Context: an optimization exercise on an open-source flow, tuned for small area, a short achievable clock period and few clock cycles per item. The choices shown serve that exercise and are no tape-out recipe. Function was checked by simulation only, so behaviour that the tests miss may differ from the original.

Design arctan_top, start of the top module:
module arctan_top(
	input             clk,
	input             rst,
	input             in_valid,
	output            in_ready,
	input      [31:0] inx,
	input      [31:0] iny,
	output reg        out_valid,
	output reg [31:0] out
);
reg [31:0] x_r, y_r;
reg [6:0] v_r;
wire [31:0] z;
arctan u_arctan(.clk(clk), .inx(x_r), .iny(y_r), .out(z));
assign in_ready = 1'b1;
always @(posedge clk) begin
	if (rst) begin
		v_r       <= 0;
		out_valid <= 1'b0;
	end
	else begin
		v_r       <= {v_r[5:0], in_valid};
		out_valid <= v_r[6];
	end
	x_r <= inx;
	y_r <= iny;
	out <= z;
end
endmodule
Size: roughly 3,400 cells after synthesis, roughly 100 I/O pins, ~46,000 µm² of cells after synthesis.
==> flow/config.mk <==
export PLATFORM = sky130hd
export DESIGN_NAME = arctan_top
export DESIGN_NICKNAME = arctan_top
export VERILOG_FILES = /design/flow/design.v
export SDC_FILE = /design/flow/constraint.sdc
export NUM_CORES = 4
export LEC_CHECK = 0
export CAP_MARGIN = 20
export CORE_MARGIN = 2
export CORE_UTILIZATION = 40
export CTS_BUF_LIST = sky130_fd_sc_hd__clkbuf_2
export SLEW_MARGIN = 20
export SYNTH_HIERARCHICAL = 1
export SYNTH_MINIMUM_KEEP_SIZE = 0
==> flow/constraint.sdc <==
create_clock -name core_clock -period 200.0 [get_ports {clk}]
set_input_delay 40.0000 -clock core_clock [delete_from_list [all_inputs] [get_ports {clk}]]
set_output_delay 40.0000 -clock core_clock [all_outputs]
set_load 0.01 [all_outputs]
run.sh (not shown) runs the stock make flow with config.mk's settings and CLKGATE_MAP_FILE= SYNTH_SCRIPT=/design/flow/synth_recipe.tcl, a recipe that flattens the netlist after the stock synthesis.
The baseline completed with no timing, DRC or antenna violations.
Testbench counts at the start, summed over its fixed seeds: cycles 3,264, items 3,200.
==> next run, changes <==
- CTS_BUF_LIST: sky130_fd_sc_hd__clkbuf_2 -> sky130_fd_sc_hd__clkbuf_8
- CTS_CLUSTER_DIAMETER: unset -> 84
- CTS_CLUSTER_SIZE: unset -> 14
Clock-buffer cell count went down by 131.
Area after synthesis does not change.
Final area falls by 0.96%.
==> next run, changes <==
- CTS_CLUSTER_DIAMETER: 84 -> unset
- CTS_CLUSTER_SIZE: 14 -> unset
What happened:
- hold slack barely changes
- maximum frequency hardly moves
- global-route usage went up by 0.29 points
- setup slack gets worse by 0.054 ns
- wire length went up by 1.3%
- final area went up by 2.5%
- sequential share of layout area went down by 0.49 points
==> next run, changes <==
- CTS_BUF_LIST: sky130_fd_sc_hd__clkbuf_8 -> sky130_fd_sc_hd__clkbuf_4
Worst setup slack got worse by 0.25 ns.
Non-clock buffer count does not change.
Count of clock-buffer cells in the layout climbs by 79.
Final area goes down by 0.48%.
==> next run, changes <==
- CTS_BUF_LIST: sky130_fd_sc_hd__clkbuf_4 -> sky130_fd_sc_hd__clkbuf_2 sky130_fd_sc_hd__clkbuf_4
Outcome: Die area is unchanged. Setup slack stays the same.

Starting RTL as in the previous note.
==> flow/design.v (excerpt) <==
module arctan_top(
	input             clk,
	input             rst,
	input             in_valid,
	output            in_ready,
	input      [31:0] inx,
	input      [31:0] iny,
	output reg        out_valid,
	output reg [31:0] out
);
Settings: LEC_CHECK=0, CAP_MARGIN=20, CORE_MARGIN=2, CORE_UTILIZATION=40, CTS_BUF_LIST=sky130_fd_sc_hd__clkbuf_4, SLEW_MARGIN=20, SYNTH_HIERARCHICAL=1, SYNTH_MINIMUM_KEEP_SIZE=0; clock period 200.0 ns.
standard.sh (not shown) runs the stock make flow with config.mk's settings and CLKGATE_MAP_FILE= SYNTH_SCRIPT=/design/flow/synth_recipe.tcl, a recipe that flattens the netlist after the stock synthesis.
==> flow/flow/run.sh <==
#!/bin/bash
# The standard layout (standard.sh), with plain buf_2 cells as the port
# buffers instead of the delay buffer the resizer picks by default.
# make's full output goes to flow_make.log; ORFS keeps each step's log under orfs/logs/.
set -euo pipefail
BUFFER_PORTS_ARGS="-buffer_cell sky130_fd_sc_hd__buf_2" bash standard.sh finish > flow_make.log 2>&1
Testbench counts at the start, summed over its fixed seeds: cycles 3,264, items 3,200.
Next try:
==> flow/run.sh (new file) <==
#!/bin/bash
# synth_recipe.tcl (not shown) runs the flow's synth.tcl, then flattens the netlist and writes it again
# the make line also repeats each setting of config.mk as NAME=value (left out here)
make -C /OpenROAD-flow-scripts/flow DESIGN_CONFIG=/design/flow/config.mk WORK_HOME=/design/flow/orfs CLKGATE_MAP_FILE= SYNTH_SCRIPT=/design/flow/synth_recipe.tcl finish
- CORE_UTILIZATION: 40 -> 65
removed: flow/flow/run.sh
removed: flow/standard.sh
What happened: Routed wire length went up by about 1.8%. Clock-buffer cell count went down by 8. Cell area went down by about 0.4%. Non-clock buffer count went down by 1. Worst setup slack gets worse by 370 ps. Global-route usage went up by 11 points.

port drivers added, routing unchanged:
Ports are ideal in the flow. The routed layouts listed here were re-timed in OpenROAD. Step 1 sets driving cells, clkbuf_16 on the clock port and buf_2 on the other inputs (assumed; they add their load-dependent delay and slew). Step 2 moves the port delays by t, midway between the first and last clock arrival at a register: inputs arrive t later, outputs are due t later. That takes back most of the time a late clock gives input paths. Three values: ideal ports, drivers, drivers and shift; two values: the first two.
run | t, ns | setup WS [ns] | hold WS [ns] | worst register clock-pin slew, ns | pins driven straight from the clock port
the first run of note 1 | 1.395 | 157.803 / 157.740 / 158.531 | 0.273 / 0.273 / 0.273 | 0.12 / 0.12 | 1
the second run of note 1 | 0.716 | 158.462 / 158.394 / 158.492 | 0.321 / 0.321 / 0.321 | 0.11 / 0.11 | 1
the third run of note 1 | 0.780 | 158.408 / 158.343 / 158.524 | 0.320 / 0.320 / 0.320 | 0.08 / 0.08 | 1
the fourth run of note 1 | 1.035 | 158.160 / 158.096 / 158.485 | 0.303 / 0.303 / 0.303 | 0.08 / 0.08 | 1
the fifth run of note 1 | 1.035 | 158.160 / 158.096 / 158.485 | 0.303 / 0.303 / 0.303 | 0.08 / 0.08 | 1
the first run of note 2 | 1.053 | 158.559 / 158.508 / 158.559 | 0.306 / 0.306 / 0.306 | 0.08 / 0.08 | 1
the second run of note 2 | 1.007 | 158.191 / 158.126 / 158.235 | 0.278 / 0.278 / 0.278 | 0.09 / 0.09 | 1
After both steps every run listed still meets setup and hold.
